From an optimization exercise on the open Yosys and OpenROAD flow, aimed at small area; shortcuts taken in it are not production practice.
Function was checked by simulation only, so behaviour that the tests miss may differ from the original.
Power figures rest on the tool's default switching activity, not on a simulated workload.

## run.sh

```bash
#!/bin/bash
# synth_recipe.tcl (not shown) runs the flow's synth.tcl, then flattens the netlist and writes it again
# the make line also repeats each setting of config.mk as NAME=value (left out here)
make -C /OpenROAD-flow-scripts/flow DESIGN_CONFIG=/design/flow/config.mk WORK_HOME=/design/flow/orfs CLKGATE_MAP_FILE= SYNTH_SCRIPT=/design/flow/synth_recipe.tcl finish
```

## config.mk

```make
export PLATFORM = sky130hd
export DESIGN_NAME = midi_ctrl
export DESIGN_NICKNAME = midi_ctrl
export VERILOG_FILES = /design/flow/design.v
export SDC_FILE = /design/flow/constraint.sdc
export NUM_CORES = 4
export LEC_CHECK = 0
export CAP_MARGIN = 20
export CORE_MARGIN = 2
export CORE_UTILIZATION = 40
export SLEW_MARGIN = 20
```

## constraint.sdc

```tcl
create_clock -name core_clock -period 10.0 [get_ports {clk}]
set_input_delay 2.0000 -clock core_clock [delete_from_list [all_inputs] [get_ports {clk}]]
set_output_delay 2.0000 -clock core_clock [all_outputs]
set_load 0.01 [all_outputs]
```

## design.v

```verilog
module divide_by_n(
	input clk,
	input rst,
	output reg out
);
	parameter N = 2;
	reg [
   N <= 2	 ? 1 : 
   N <= 4	 ? 2 : 
   N <= 8	 ? 3 : 
   N <= 16	 ? 4 : 
   N <= 32	 ? 5 : 
   N <= 64	 ? 6 : 
   N <= 128	 ? 7 : 
   N <= 256	 ? 8 : 
   N <= 512	 ? 9 : 
   N <= 1024	 ? 10 : 
   N <= 2048	 ? 11 : 
   N <= 4096	 ? 12 : 
   N <= 8192	 ? 13 : 
   N <= 16384	 ? 14 : 
   N <= 32768	 ? 15 : 
   N <= 65536	 ? 16 : 
   N <= 131072	 ? 18 : 
   N <= 262144	 ? 18 : 
   -1-1:0] counter;
	always @(posedge clk)
	begin
		out <= 0;
		if (rst)
			counter <= 0;
		else
		if (counter == 0)
		begin
			out <= 1;
			counter <= N - 1;
		end else
			counter <= counter - 1;
	end
endmodule
module midi_in #(parameter BAUD_CNT_HALF = 3200 / 2) (
    input logic clk,     
    input logic rst,
    input logic midi_rx,
    output logic completed,
    output logic [7:0] status_in,
    output logic [7:0] data1_in,
    output logic [7:0] data2_in,
    output logic [1:0] bytes_cnt_in
);
logic [5:0] midi_reading_pos;
logic [5:0] midi_in_bits;
logic [7:0] midi_in;
logic read_full_command;
logic baud_clk_en;
logic baud_clk;
logic [10:0] clk_cnt;
logic baud_tick;
assign baud_tick = baud_clk_en && (clk_cnt == BAUD_CNT_HALF - 1) && !baud_clk;
always_ff @(posedge clk) begin
    if (!rst)
        baud_clk_en <= 0;
    else if (midi_rx && read_full_command)
        baud_clk_en <= 0;
    else if (midi_rx == 0)
        baud_clk_en <= 1;
end
always_ff @(posedge clk) begin
    if (!rst) begin
        clk_cnt <= 0;
        baud_clk <= 0;
    end
    else if (baud_clk_en) begin
        if (clk_cnt == BAUD_CNT_HALF - 1) begin
            clk_cnt <= 0;
            baud_clk <= ~baud_clk;
        end
        else begin
            clk_cnt <= clk_cnt + 1;
        end
    end
    else begin
        clk_cnt <= 0;
        baud_clk <= 0;
    end
end
always_ff @(posedge clk) begin
    if (!rst) begin
        read_full_command <= 0;
        completed <= 0;
        midi_reading_pos <= 0;
        midi_in_bits <= 0;
        midi_in <= 0;
        status_in <= 0;
        data1_in <= 0;
        data2_in <= 0;
        bytes_cnt_in <= 0;
    end
    else if (!baud_tick) begin
    end
    else if (midi_reading_pos != 0) begin
        midi_in <= {midi_rx, midi_in[7:1]};
        midi_in_bits <= midi_in_bits + 1;
        if (midi_reading_pos == 9 && midi_rx == 1) begin
            if (midi_in[7]) begin
                status_in <= midi_in;
                bytes_cnt_in <= 1;
                data1_in <= 0;
                data2_in <= 0;
                completed <= 0;
            end
            else if (bytes_cnt_in == 1) begin
                data1_in <= midi_in;
                bytes_cnt_in <= 2;
            end
            else if (bytes_cnt_in == 2) begin
                data2_in <= midi_in;
                bytes_cnt_in <= 3;
            end
        end
        if (midi_reading_pos == 9)
            midi_reading_pos <= 0;
        else
            midi_reading_pos <= midi_reading_pos + 1;
    end
    else if (midi_rx == 0) begin
        midi_in <= 0;
        midi_reading_pos <= 1;
        completed <= 0;
        read_full_command <= 0;
        midi_in_bits <= 0;
    end
    else begin
        if (midi_in_bits == 30) begin
            read_full_command <= 1;
            completed <= bytes_cnt_in != 0;
        end
        else if (midi_in_bits != 0)
            midi_in_bits <= midi_in_bits + 1;
    end
end
endmodule
module midi_out #(parameter BAUD_CNT_HALF = 3200 / 2) (
    input logic clk,         
    input logic rst,
    output logic midi_tx,
    input logic [7:0] status,
    input logic [7:0] data1,
    input logic [7:0] data2,
    input logic [7:0] cmd_bits_cnt,
    input logic cmd_set      
);
logic baud_clk;
logic [10:0] clk_cnt;
logic cmd_trigger_out;
logic cmd_reset_trigger;
logic [7:0] bits_cnt;
logic [29:0] midi_out;
logic baud_tick;
assign baud_tick = (clk_cnt == BAUD_CNT_HALF - 1) && !baud_clk;
always_ff @(posedge clk) begin
    if (!rst) begin
        clk_cnt <= 0;
        baud_clk <= 0;
    end
    else if (clk_cnt == BAUD_CNT_HALF - 1) begin
        clk_cnt <= 0;
        baud_clk <= ~baud_clk;
    end
    else begin
        clk_cnt <= clk_cnt + 1;
    end
end
always_ff @(posedge clk) begin
    if (!rst) begin
        cmd_trigger_out <= 0;
    end
    else begin
        if (cmd_reset_trigger)
            cmd_trigger_out <= 0;
        else if (cmd_set) begin
            cmd_trigger_out <= 1;
        end
    end
end
always_ff @(posedge clk) begin
    if (!rst) begin
        bits_cnt <= 0;
        midi_tx <= 1;
        midi_out <= 0;
        cmd_reset_trigger <= 0;
    end
    else if (!baud_tick) begin
    end
    else if (bits_cnt != 0) begin
        midi_tx <= midi_out[0];
        midi_out <= {1'b0, midi_out[29:1]};
        bits_cnt <= bits_cnt - 1;
        cmd_reset_trigger <= 0;
    end
    else if (cmd_trigger_out && bits_cnt == 0) begin
        midi_out <= {1'b1, data2, 1'b0,
                     1'b1, data1, 1'b0,
                     1'b1, status, 1'b0};
        bits_cnt <= cmd_bits_cnt;
        cmd_reset_trigger <= 1;
    end
    else begin
        cmd_reset_trigger <= 0;
        midi_tx <= 1;
    end
end
endmodule
module debounce_3pin
	(
	input       clk, rst, button_in_1, button_in_2,      
	output logic    raised		                     
	);
    logic init;
    logic old_pin1, old_pin2;
    logic pin1, pin2;
    logic out;
    logic pinout;
    assign out = button_in_1 ^ button_in_2;
    assign pinout = pin1 ^ pin2;
    always_ff @(posedge clk) begin
        if (!rst || out) begin
            pin1 <= button_in_1;
            pin2 <= button_in_2;
        end
    end
    always @(posedge clk) begin
        if (!rst) begin
            init <= 0;
            raised <= 0;
        end
        else if (!init) begin
            old_pin1 <= button_in_1;
            old_pin2 <= button_in_2;
            init <= 1;
        end
        else begin
            if (pinout && pin1 != old_pin1 && pin2 != old_pin2) begin
                raised <= 1;
                old_pin1 <= pin1;
                old_pin2 <= pin2;
            end
            else
                raised <= 0;
        end
    end
endmodule
module buttons #(parameter DEBOUNCE_CNT=21) (
    input logic clk,
    input logic rst,
    input logic board_btn,
    input logic btn2_pin_1,
    input logic btn2_pin_2,
    input logic btn3_pin_1,
    input logic btn3_pin_2,
    input logic btn4_pin_1,
    input logic btn4_pin_2,
    input logic btn5_pin_1,
    input logic btn5_pin_2,
    input logic [1:0] midi_in_state,
    output logic save_mode,
    output logic [2:0] btn_index
);
logic btn1_raise;
logic btn2_raise;
logic btn3_raise;
logic btn4_raise;
logic btn5_raise;
assign btn1_raise = 0;
debounce_3pin spdt1(clk, rst, btn2_pin_1, btn2_pin_2, btn2_raise);
debounce_3pin spdt2(clk, rst, btn3_pin_1, btn3_pin_2, btn3_raise);
debounce_3pin spdt3(clk, rst, btn4_pin_1, btn4_pin_2, btn4_raise);
debounce_3pin spdt4(clk, rst, btn5_pin_1, btn5_pin_2, btn5_raise);
always @(posedge clk) begin
    if (!rst) begin
        btn_index <= 0;
        save_mode <= 0;
    end
    else begin
        case ({btn5_raise, btn4_raise, btn3_raise, btn2_raise, btn1_raise})
            5'b00010, 5'b00001: begin
                btn_index <= 1;
                save_mode <= (midi_in_state == 1);
            end
            5'b00100: begin
                btn_index <= 2;
                save_mode <= (midi_in_state == 1);
            end
            5'b01000: begin
                btn_index <= 3;
                save_mode <= (midi_in_state == 1);
            end
            5'b10000: begin
                btn_index <= 4;
                save_mode <= (midi_in_state == 1);
            end
            default: begin
                btn_index <= 0;
                save_mode <= 0;
            end
        endcase
    end
end
endmodule
module spi_flash
(
    input logic clk_i,   
    input logic rst_i,
    input logic [23:0] adr_i,
    input logic [31:0] dat_i,
    input logic we_i,
    input logic stb_i,
    input logic tga_i,   
    output logic [31:0] dat_o,
    output logic ack_o,
    output logic rty_o,
    output logic spi_clk,
    output logic spi_cs,
    output logic spi_di,
    input logic spi_do
);
logic spi_baud;
divide_by_n #(5) div_n(clk_i, rst_i, spi_baud);
localparam IDLE = 0;
localparam SND = 1;
localparam RCV = 2;
localparam DLY = 3;
localparam NEXTOP = 3'b110;
localparam FINISH = 3'b111;
logic [2:0] state;
logic [2:0] next_state;
localparam CMD_STATUS       = 8'h05;
localparam CMD_READ         = 8'h03;
localparam CMD_DEVICEID     = 8'h90;
localparam CMD_READJEDEC    = 8'h9F;
localparam CMD_POWERUP      = 8'hAB;
localparam CMD_POWERDOWN    = 8'hB9;
localparam CMD_WRITEENABLE  = 8'h06;
localparam CMD_SECTORERASE  = 8'h20;
localparam CMD_WRITE        = 8'h02;
localparam CMD_PSEUDO_ENABLE_WRITE = 8'h10;
localparam CMD_PSEUDO_ENABLE_ERASE = 8'h11;
localparam CMD_ERASE_DELAY         = 8'h12;
localparam CMD_DELAY               = 8'h13;
logic ack, rty;
assign ack_o = stb_i && ack;
assign rty_o = stb_i && rty;
logic busy;
assign busy = dat_o[0];
logic [3:0] dly_cnt;
logic [31:0] cmd;
logic [31:0] next_cmd;
logic [6:0] bits_cnt;
logic [5:0] bits_to_read;
logic is_status;
logic write_mode;
always @(posedge clk_i) begin
    if (rst_i) begin
        state <= IDLE;
        next_state <= IDLE;
        ack <= 0;
        rty <= 0;
        dly_cnt <= 0;
        cmd <= 0;
        next_cmd <= 0;
        bits_cnt <= 0;
        bits_to_read <= 0;
        is_status <= 0;
        write_mode <= 0;
        dat_o <= 0;
        spi_cs <= 1;
        spi_clk <= 1;
        spi_di <= 0;
    end
    else if (state == DLY) begin
        if (spi_baud)
            dly_cnt <= dly_cnt + 1;
        if (dly_cnt[3] == 1) begin
            dly_cnt <= 0;
            state <= next_state;
        end
    end
    else if (stb_i && !ack && !rty && state == IDLE) begin
        state <= NEXTOP;
        next_cmd <= CMD_POWERUP;
        dat_o <= 0;
    end
    else if (state == NEXTOP && next_cmd != 0) begin
        spi_cs <= 0;
        spi_clk <= 1;
        cmd <= {next_cmd, adr_i};
        state <= DLY;
        next_state <= SND;
        is_status <= (next_cmd == CMD_STATUS);
        write_mode <= 0;
        case (next_cmd)
            CMD_POWERUP: begin
                bits_cnt <= 8;
                bits_to_read <= 0;
                next_cmd <= CMD_STATUS;
            end
            CMD_POWERDOWN: begin
                bits_cnt <= 8;
                bits_to_read <= 0;
                next_cmd <= 0;
            end
            CMD_STATUS: begin
                bits_cnt <= 8;
                bits_to_read <= 8;
                if (tga_i && we_i)
                    next_cmd <= CMD_PSEUDO_ENABLE_ERASE;
                else if (we_i)
                    next_cmd <= CMD_PSEUDO_ENABLE_WRITE;
                else
                    next_cmd <= CMD_READ;
            end
            CMD_PSEUDO_ENABLE_ERASE: begin
                cmd <= {CMD_WRITEENABLE, adr_i};
                bits_cnt <= 8;
                bits_to_read <= 0;
                next_cmd <= CMD_SECTORERASE;
            end
            CMD_PSEUDO_ENABLE_WRITE: begin
                cmd <= {CMD_WRITEENABLE, adr_i};
                bits_cnt <= 8;
                bits_to_read <= 0;
                next_cmd <= CMD_WRITE;
            end
            CMD_READJEDEC: begin
                bits_cnt <= 8;
                bits_to_read <= 24;
                next_cmd <= 0;
            end
            CMD_READ: begin
                bits_cnt <= 32;
                bits_to_read <= 32;
                next_cmd <= CMD_POWERDOWN;
            end
            CMD_WRITE: begin
                write_mode <= 1;
                bits_cnt <= 64;
                bits_to_read <= 0;
                next_cmd <= 0;
            end
            CMD_SECTORERASE: begin
                bits_cnt <= 32;
                bits_to_read <= 0;
                next_cmd <= 0;
            end
        endcase
    end
    else if (state != IDLE) begin
        if (spi_baud && spi_clk) begin   
            spi_clk <= ~spi_clk;
            if (state == SND) begin
                if (bits_cnt != 0) begin
                    spi_di <= cmd[31];
                    bits_cnt <= bits_cnt - 1;
                    if (write_mode && bits_cnt == 33) begin
                        cmd <= dat_i;
                    end
                    else
                        cmd <= {cmd[30:0], 1'b0};
                end
                else if (bits_to_read != 0) begin
                    bits_cnt <= bits_to_read;
                    state <= DLY;
                    next_state <= RCV;
                end
                else begin
                    spi_cs <= 1;
                    spi_clk <= 1;
                    state <= DLY;
                    if (next_cmd)
                        next_state <= NEXTOP;
                    else
                        next_state <= FINISH;
                end
            end
            else if (state == FINISH) begin
                state <= IDLE;
                rty <= (is_status && busy);
                ack <= ~is_status;
                spi_cs <= 1;
                spi_clk <= 1;
            end
            else if (state == RCV && bits_cnt == 0) begin
                state <= DLY;
                spi_clk <= 1;
                spi_cs <= 1;
                if (is_status && busy) begin
                    next_state <= FINISH;
                end
                else if (next_cmd != 0) begin
                    next_state <= NEXTOP;
                end
                else begin
                    next_state <= FINISH;
                end
            end
        end
        else if (spi_baud && !spi_clk) begin     
            spi_clk <= ~spi_clk;
            if (state == RCV) begin
                bits_cnt <= bits_cnt - 1;
                dat_o <= {dat_o[30:0], spi_do};
            end
        end
    end
    else begin
        spi_cs <= 1;
        ack <= 0;
        rty <= 0;
        spi_clk <= 1;
    end
end
endmodule
module midi_ctrl #(parameter BAUD_CNT_HALF = 32, parameter DEBOUNCE_CNT = 21,
                   parameter WAIT_SHORT_BIT = 9, parameter WAIT_LONG_BIT = 13)
(
    input logic rst_i,
    input logic clk,
    input logic board_btn,
    input logic midi_rx,
    output logic midi_tx,
    output logic led1,
    output logic led2,
    output logic spi_clk,
    output logic spi_cs,
    output logic spi_di,
    input logic spi_do,
    output logic [7:0] debug,
    input logic btn2_pin_1,
    input logic btn2_pin_2,
    input logic btn3_pin_1,
    input logic btn3_pin_2,
    input logic btn4_pin_1,
    input logic btn4_pin_2,
    input logic btn5_pin_1,
    input logic btn5_pin_2
);
localparam BUTTONS_CNT = 4;
localparam MEMSIZE = BUTTONS_CNT * 4;
logic [7:0] memmap [0:MEMSIZE - 1];
logic [BUTTONS_CNT:1] mem_init;
logic [2:0] memindex;
logic [2:0] memsave;
logic erased;
localparam CC_MSG = 8'hB0;  
localparam PC_MSG = 8'hC0;  
localparam FIRST_CC_MSG = 8'd46;
localparam CC_VALUE = 8'b0111_1111;
localparam PC_VALUE1 = 8'h42;
localparam PC_VALUE2 = 8'h43;
localparam MEMADDR = 24'h1ffd80;
logic rst;
assign rst = rst_i;
logic [7:0] status_in;
logic [7:0] data1_in;
logic [7:0] data2_in;
logic [1:0] bytes_cnt_in;
logic midi_cmd_completed;
midi_in #(.BAUD_CNT_HALF(BAUD_CNT_HALF)) din(
    clk, rst, midi_rx, midi_cmd_completed, status_in, data1_in, data2_in, bytes_cnt_in);
logic [7:0] status;
logic [7:0] data1;
logic [7:0] data2;
logic [7:0] cmd_bits_cnt;
logic cmd_trigger_out;
midi_out #(.BAUD_CNT_HALF(BAUD_CNT_HALF)) dout(
    clk, rst, midi_tx, status, data1, data2, cmd_bits_cnt, cmd_trigger_out);
assign led1 = ~midi_tx;
logic save_mode;
logic [2:0] btn_index;
logic [1:0] midi_in_state;
logic btn_assigned;
buttons #(.DEBOUNCE_CNT(DEBOUNCE_CNT)) but (
    clk, rst,
    board_btn,
    btn2_pin_1, btn2_pin_2,
    btn3_pin_1, btn3_pin_2,
    btn4_pin_1, btn4_pin_2,
    btn5_pin_1, btn5_pin_2,
    midi_in_state, save_mode, btn_index);
logic spi_clk_o;
logic [23:0] spi_adr_o;
logic [31:0] spi_dat_o;
logic spi_we_o;
logic spi_stb_o;
logic spi_tga_o;
logic [31:0] spi_dat_i;
logic spi_ack_i;
logic spi_rty_i;
logic [3:0] spi_init_cnt;
logic spi_rst_o;
spi_flash flash(
    clk, spi_rst_o,                                          
    spi_adr_o, spi_dat_o, spi_we_o, spi_stb_o, spi_tga_o,    
    spi_dat_i, spi_ack_i, spi_rty_i,                         
    spi_clk, spi_cs, spi_di, spi_do);                        
always @(posedge clk) begin
    if (!rst) begin
        spi_init_cnt <= 0;
        spi_rst_o <= 1;
    end
    else begin
        if (spi_init_cnt[3]) begin
            spi_rst_o <= 0;
        end
        else begin
            spi_init_cnt <= spi_init_cnt + 1;
            spi_rst_o <= 1;
        end
    end
end
always_comb begin
    debug[0] = spi_rst_o;
    debug[1] = spi_stb_o;
    debug[2] = spi_cs;
    debug[3] = spi_clk;
    debug[4] = spi_do;
    debug[5] = spi_di;
    debug[6] = spi_ack_i;
    debug[7] = spi_rty_i;
end
logic wait_long;
logic [25:0] wait_cnt;   
always @(posedge clk) begin
    if (spi_rst_o) begin
        spi_stb_o <= 0;
        memindex <= 1;
        memsave <= 0;
        wait_long <= 0;
        wait_cnt <= 0;
        wait_cnt[WAIT_LONG_BIT] <= 1;
        wait_cnt[WAIT_SHORT_BIT] <= 1;
        mem_init <= 0;
        erased <= 0;
        spi_adr_o <= 0;
        spi_dat_o <= 0;
        spi_we_o <= 0;
        spi_tga_o <= 0;
        for (int i = 0; i < MEMSIZE; i++)
            memmap[i] <= 0;
    end
    else if (wait_long && wait_cnt[WAIT_LONG_BIT] == 0) begin
        wait_cnt <= wait_cnt + 1;
    end
    else if (!wait_long && wait_cnt[WAIT_SHORT_BIT] == 0) begin
        wait_cnt <= wait_cnt + 1;
    end
    else if (spi_stb_o) begin
        if (spi_rty_i) begin
            spi_stb_o <= 0;
            wait_cnt <= 0;
            wait_long <= 0;
        end
        else if (spi_ack_i) begin
            spi_stb_o <= 0;
            if (spi_we_o && spi_tga_o) begin
                erased <= 1;
                wait_cnt <= 0;
                wait_long <= 1;
            end
            else if (spi_we_o) begin
                mem_init[memsave] <= 1;
                if (memsave == BUTTONS_CNT)
                    memsave <= 0;
                else
                    memsave <= memsave + 1;
                wait_cnt <= 0;
                wait_long <= 0;
            end
            else begin
                mem_init[memindex] <= 1;
                if (memindex == BUTTONS_CNT)
                    memindex <= 0;
                else
                    memindex <= memindex + 1;
                memmap[((memindex - 1) * 4)] <= spi_dat_i[31:24];
                memmap[((memindex - 1) * 4) + 1] <= spi_dat_i[23:16];
                memmap[((memindex - 1) * 4) + 2] <= spi_dat_i[15:8];
                memmap[((memindex - 1) * 4) + 3] <= spi_dat_i[7:0];
            end
        end
    end
    else if (btn_index != 0 && save_mode) begin
        memmap[((btn_index - 1) * 4)] <= status_in;
        memmap[((btn_index - 1) * 4) + 1] <= data1_in;
        memmap[((btn_index - 1) * 4) + 2] <= data2_in;
        memmap[((btn_index - 1) * 4) + 3] <= bytes_cnt_in * 10;
        memsave <= 1;
        mem_init <= 0;
        erased <= 0;
    end
    else if (memindex != 0 && mem_init[memindex] == 0) begin
        spi_stb_o <= 1;
        spi_adr_o <= MEMADDR + ((memindex - 1) * 4);
        spi_we_o <= 0;   
        spi_tga_o <= 0;
    end
    else if (memsave != 0 && !erased) begin
        spi_stb_o <= 1;
        spi_adr_o <= MEMADDR;
        spi_we_o <= 1;   
        spi_tga_o <= 1;  
    end
    else if (memsave != 0 && erased && mem_init[memsave] == 0) begin
        spi_stb_o <= 1;
        spi_adr_o <= MEMADDR + ((memsave - 1) * 4);
        spi_we_o <= 1;   
        spi_tga_o <= 0;  
        spi_dat_o <= {  memmap[((memsave - 1) * 4)],
                        memmap[((memsave - 1) * 4) + 1],
                        memmap[((memsave - 1) * 4) + 2],
                        memmap[((memsave - 1) * 4) + 3]};
    end
end
assign led2 = (midi_in_state == 1);
always_comb begin
    if (!rst)
        midi_in_state = 0;
    else if (midi_cmd_completed && !btn_assigned)
        midi_in_state = 1;
    else if (midi_cmd_completed && btn_assigned)
        midi_in_state = 2;
    else
        midi_in_state = 0;
end
always @(posedge clk) begin
    if (!rst) begin
        btn_assigned <= 0;
    end
    else if (midi_in_state == 0) begin
        btn_assigned <= 0;
    end
    else if (midi_in_state == 1 && btn_index != 0) begin
        btn_assigned <= 1;
    end
end
always @(posedge clk) begin
    if (!rst) begin
        cmd_trigger_out <= 0;
        status <= 0;
        data1 <= 0;
        data2 <= 0;
        cmd_bits_cnt <= 0;
    end
    else if (btn_index != 0 && !save_mode && mem_init[btn_index]) begin
        status <= memmap[((btn_index - 1) * 4)];
        data1 <= memmap[((btn_index - 1) * 4) + 1];
        data2 <= memmap[((btn_index - 1) * 4) + 2];
        cmd_bits_cnt <= memmap[((btn_index - 1) * 4) + 3];
        cmd_trigger_out <= 1;
    end
    else begin
        cmd_trigger_out <= 0;
    end
end
endmodule
```

==> impl_results.html <==
<table>
<tr><th>Metric</th><th>Value</th></tr>
<tr><th colspan="2">Power</th></tr>
<tr><td>Pleak</td><td>0.00835 uW</td></tr>
<tr><td>Switching share of power</td><td>20.7%</td></tr>
<tr><td>Combinational group share of total power</td><td>1.9%</td></tr>
<tr><td>Clock network fraction of total power</td><td>48.6%</td></tr>
<tr><td>Reg power frac</td><td>49.5%</td></tr>
<tr><td>Net switching power figure</td><td>835 uW</td></tr>
<tr><td>Internal power of the cells</td><td>3190 uW</td></tr>
<tr><td>Power density over the cells</td><td>165 nW/um^2</td></tr>
<tr><td>VDD IR max</td><td>123 uV</td></tr>
<tr><td>Design Power</td><td>4020 uW</td></tr>
<tr><th colspan="2">Yosys</th></tr>
<tr><td>Most common cell in the netlist</td><td>nand2_1</td></tr>
<tr><td>FF+latch count, synth</td><td>473</td></tr>
<tr><td>Proportion of netlist area held by the largest area contributor</td><td>29.8%</td></tr>
<tr><td>Fraction of synthesized area in multiplexers</td><td>11.5%</td></tr>
<tr><td>Gate count of the mapped netlist</td><td>2252</td></tr>
<tr><td>Adder and majority gate portion of the synthesized area</td><td>2.10%</td></tr>
<tr><td>Post-synthesis instance area</td><td>22100 sq um</td></tr>
<tr><td>Combinational family with the most area after synthesis</td><td>simple AND/OR/NAND/NOR gates</td></tr>
<tr><td>Leading cell types by count after synthesis</td><td>nand2_1 (360), dfxtp_1 (329), nor2_1 (245), a21oi_1 (168), edfxtp_1 (144)</td></tr>
<tr><td>Ys async rst share</td><td>0%</td></tr>
<tr><td>Net Count, Synth</td><td>2302</td></tr>
<tr><td>Syn avg cell area</td><td>9.80 sq um</td></tr>
<tr><td>Count of flip-flops with a built-in enable after synthesis</td><td>144</td></tr>
<tr><td>Distinct cell type count of the synthesized netlist</td><td>79</td></tr>
<tr><td>Leading post-synthesis cells by cell area</td><td>dfxtp_1 (30%), edfxtp_1 (20%), mux4_2 (6.6%), nand2_1 (6.1%), mux2i_1 (4.2%)</td></tr>
<tr><td>Most common flop cell mapped by yosys</td><td>dfxtp_1</td></tr>
<tr><td>Post-synthesis xor/xnor area fraction</td><td>1.67%</td></tr>
<tr><td>Synthesis Warnings</td><td>7</td></tr>
<tr><td>Share of the synthesized area in compound gates (AO/OA/AOI/OAI)</td><td>12.0%</td></tr>
<tr><td>Synth Area in Simple Gates</td><td>19.2%</td></tr>
<tr><td>Library cell occupying the most area in the post-synthesis netlist</td><td>dfxtp_1</td></tr>
<tr><td>Sequential fraction of the synthesis area</td><td>49.4%</td></tr>
<tr><th colspan="2">CTS</th></tr>
<tr><td>Post-CTS setup buffer count</td><td>0</td></tr>
<tr><td>Number of levels in the clock H-tree</td><td>2</td></tr>
<tr><td>Clock sink count</td><td>473</td></tr>
<tr><td>Worst-path clk slew</td><td>0.05 ns</td></tr>
<tr><td>Root Driver</td><td>clkbuf_16</td></tr>
<tr><td>Worst-skew pair later-pin latency</td><td>0.59 ns</td></tr>
<tr><td>TritonCTS clock tree</td><td>built</td></tr>
<tr><td>Inserted Clock Buffers</td><td>53</td></tr>
<tr><td>Number of buffers inserted for hold repair after clock tree synthesis</td><td>0</td></tr>
<tr><td>Maximum buffer depth of the clock tree</td><td>3</td></tr>
<tr><td>Cts repair resizes</td><td>0</td></tr>
<tr><th colspan="2">Route</th></tr>
<tr><td>Drt initial violations</td><td>1302</td></tr>
<tr><td>Vias</td><td>16100</td></tr>
<tr><td>Final wirelength</td><td>50900 um</td></tr>
<tr><td>Via density</td><td>5.46</td></tr>
<tr><td>DRC violation count after routing</td><td>0</td></tr>
<tr><td>Routed wirelength normalized by instance count</td><td>17.3 um</td></tr>
<tr><td>First-pass DRT Iterations</td><td>5</td></tr>
<tr><td>Antenna violation net count after detailed routing</td><td>0</td></tr>
<tr><th colspan="2">Global route</th></tr>
<tr><td>Antenna violations before repair</td><td>0</td></tr>
<tr><td>Total Routing Usage GR</td><td>18.1%</td></tr>
<tr><td>Pin count of the biggest net entering global routing</td><td>90</td></tr>
<tr><td>Global route overflow</td><td>0</td></tr>
<tr><td>Global-route wire length before repair</td><td>83300 um</td></tr>
<tr><td>Number of global-route vias before repair</td><td>15800</td></tr>
<tr><th colspan="2">Finish</th></tr>
<tr><td>Final cell utilization of the core</td><td>44.5%</td></tr>
<tr><td>Number of filler cells placed in the layout</td><td>5182</td></tr>
<tr><td>Antenna fix cells</td><td>0</td></tr>
<tr><td>Relative area change from synthesis to final layout</td><td>10.7%</td></tr>
<tr><td>Post-layout nets</td><td>2245</td></tr>
<tr><td>Fraction of layout instances using a drive strength above 1</td><td>9.83%</td></tr>
<tr><td>Finished layout cell area</td><td>24400 sq um</td></tr>
<tr><th colspan="2">STA</th></tr>
<tr><td>Post-route minimum period</td><td>5.30 ns</td></tr>
<tr><td>Final setup violation count</td><td>0</td></tr>
<tr><td>Worst setup skew after layout</td><td>0.0231 ns</td></tr>
<tr><td>Final Max Tran Viols</td><td>0</td></tr>
<tr><td>Final hold violation count</td><td>0</td></tr>
<tr><td>Setup repair after global routing missed its margin</td><td>no</td></tr>
<tr><td>Worst hold margin</td><td>0.429 ns</td></tr>
<tr><td>Highest Clock Rate</td><td>189 MHz</td></tr>
<tr><td>Total negative slack for setup checks</td><td>0 ns</td></tr>
<tr><td>Relative slew slack</td><td>28.5%</td></tr>
<tr><td>Period utilisation layout</td><td>53.0%</td></tr>
<tr><td>Slew at the pin closest to its max-slew limit</td><td>1.07 ns</td></tr>
<tr><th colspan="2">Floorplan</th></tr>
<tr><td>Core region area</td><td>54900 sq um</td></tr>
<tr><td>Effective utilization at floorplan</td><td>40.2%</td></tr>
<tr><td>Die Ht</td><td>239 um</td></tr>
<tr><td>Die Outline Area</td><td>57100 sq um</td></tr>
<tr><td>Width of the die</td><td>239 um</td></tr>
<tr><td>Placement Rows</td><td>86</td></tr>
<tr><td>Total I/O pin count</td><td>27</td></tr>
<tr><th colspan="2">Placement</th></tr>
<tr><td>Placed inst area</td><td>22700 sq um</td></tr>
<tr><td>Post-DP HPWL</td><td>32300 um</td></tr>
<tr><td>Placer Congestion</td><td>0.798</td></tr>
<tr><td>Count of buffers from port buffering</td><td>25</td></tr>
<tr><th colspan="2">Worst hold path</th></tr>
<tr><td>Worst Hold Class</td><td>reg2reg</td></tr>
<tr><th colspan="2">Setup path</th></tr>
<tr><td>Cell at the slowest stage of the critical path</td><td>clkdlybuf4s50_1</td></tr>
<tr><td>Kind of cell adding the most delay to the critical path</td><td>buffers and inverters</td></tr>
<tr><td>Required time at the worst-slack endpoint</td><td>8.00 ns</td></tr>
<tr><td>Crit path DAT</td><td>3.30 ns</td></tr>
<tr><td>Kind of capture point of the worst setup path</td><td>primary output</td></tr>
<tr><td>Highest net fanout along the worst path</td><td>51</td></tr>
<tr><td>Class of the most critical setup path</td><td>in2out</td></tr>
<tr><td>Buf+Inv Stages, Crit Path</td><td>2</td></tr>
<tr><td>Cell breakdown of the critical path</td><td>buf_4 &gt; nand2_1 &gt; nor2_1 &gt; clkdlybuf4s50_1</td></tr>
<tr><td>Crit start category</td><td>primary input</td></tr>
<tr><td>Crit path largest cell delay</td><td>0.59 ns</td></tr>
<tr><th colspan="2">Run</th></tr>
<tr><td>Max-cap violation count</td><td>0</td></tr>
<tr><th colspan="2">Status</th></tr>
<tr><td>Run status</td><td>no timing/DRC/antenna violations</td></tr>
</table>
==> worst reg2reg max path, cell delays in order, from the launching register on <==
cell and delay [ns]:
dfxtp_2 0.31, buf_4 0.57, inv_1 0.18, ha_1 0.25, ha_1 0.24, nor2b_1 0.21, nor2b_1 0.43, and2_1 0.58
mux2i_1 0.41, nand2_2 0.57, nand2b_1 0.48, buf_4 0.49
==> cells in the final DEF, fill, tap and decap left out, types with 17 or more instances in the layout <==
master / count
a21boi_0: 40
a21oi_1: 168
a22oi_1: 19
and2_1: 19
buf_4: 24
clkbuf_1: 17
clkbuf_16: 53
clkdlybuf4s50_1: 24
dfxtp_1: 326
edfxtp_1: 144
ha_1: 37
inv_1: 45
mux2i_1: 92
mux4_2: 65
nand2_1: 358
nand2b_1: 18
nand3_1: 64
nor2_1: 244
nor2b_1: 61
nor3_1: 36
o211a_1: 24
o211ai_1: 29
o21ai_0: 41
xnor2_1: 20
xor2_1: 22
==> kinds of logic after synthesis <==
logic type	after synthesis
and+or+nand+nor	918
buffers and inverters	205
AOI/OAI and AO/OA	407
muxes	170
xor gates and xnor gates	42
adders and majority gates	37
DFF	473
==> per-stage QoR <==
stage / worst slack, ns / std cells
after floorplan: 5.46 / 2252
after global placement: 4.65 / 2844
after detailed placement: 4.66 / 2844
after CTS: 4.65 / 2943
after global routing: 4.41 / 2943
final: 4.70 / 2943
==> sequential cells by signal (all words and copies together), names as in the netlist, 6 cells and up <==
signal and count:
spi_adr_o 6, wait_cnt 14, din.data1_in 7, dout.clk_cnt 11
din.midi_in_bits 6, din.clk_cnt 11, din.status_in 8, din.midi_reading_pos 6
spi_dat_o 32, status 8, data1 8, flash.cmd 32
dout.bits_cnt 8, dout.midi_out 30, cmd_bits_cnt 8, flash.bits_cnt 7
din.data2_in 7, flash.dat_o 32, din.midi_in 8, data2 8
flash.next_cmd 6, memmap 128
==> metal layers <==
metal	vias to the layer above	share of wire, %	global-route usage [%]
met5	-	0	0
met1	7797	45	24.0
li1	7864	-	-
met2	331	48	30.4
met4	0	3.0	6.38
met3	91	4.6	2.34
==> final timing paths <==
kind                          start                   end  slack, ns  cells past startpoint
max reg2reg        but.btn_index[0]          memmap[4][4]       4.86                     11
min          dout.cmd_reset_trigger  dout.cmd_trigger_out       0.43                      1
max                           rst_i                  led2       4.70                      4
min reg2reg  dout.cmd_reset_trigger  dout.cmd_trigger_out       0.43                      1
==> cell type report <==
| class | instances | area [sq um] | share of cell area [%] |
|---|---|---|---|
| Sequential cell | 473 | 10900 | 44.7 |
| Clock inverter | 23 | 274 | 1.12 |
| Multi-Input combinational cell | 1574 | 10300 | 42.2 |
| Tap cell | 704 | 881 | 3.61 |
| Clock buffer | 76 | 1470 | 6.00 |
| Timing Repair Buffer | 48 | 420 | 1.72 |
| Inverter | 45 | 169 | 0.691 |
==> power by group through the flow <==
stage	Clock, uW	Sequential, uW	Combinational, uW
2_1_floorplan	0	2030	57.2
3_3_place_gp	0	2030	75.6
3_5_place_dp	0	2030	76.6
4_1_cts	2000	1990	76.9
5_1_grt	2080	1990	83.1
6_report	1960	1990	75.8

[port drivers added, routing unchanged]
Ports are ideal in the flow. The routed layout listed here was re-timed in OpenROAD.
Step 1 sets driving cells, clkbuf_16 on the clock port and buf_2 on the other inputs (assumed; they add their load-dependent delay and slew).
Step 2 adds t to the input delays and takes it off the output delays; t is the mean of the earliest and latest rising clock arrival at the registers after step 1. Input paths then give back, and output paths get back, about the clock's delay inside the block.
a / b / c = no drivers / after step 1 / after step 2; a / b = the first two.
t, ns: 0.639
setup WS [ns]: 4.703 / 4.679 / 4.679
worst hold slack (ns): 0.429 / 0.429 / 0.429
After both steps this run still meets setup and hold. The setup slack of this run moves by -0.024 ns with the drivers and by -0.024 ns with both steps.
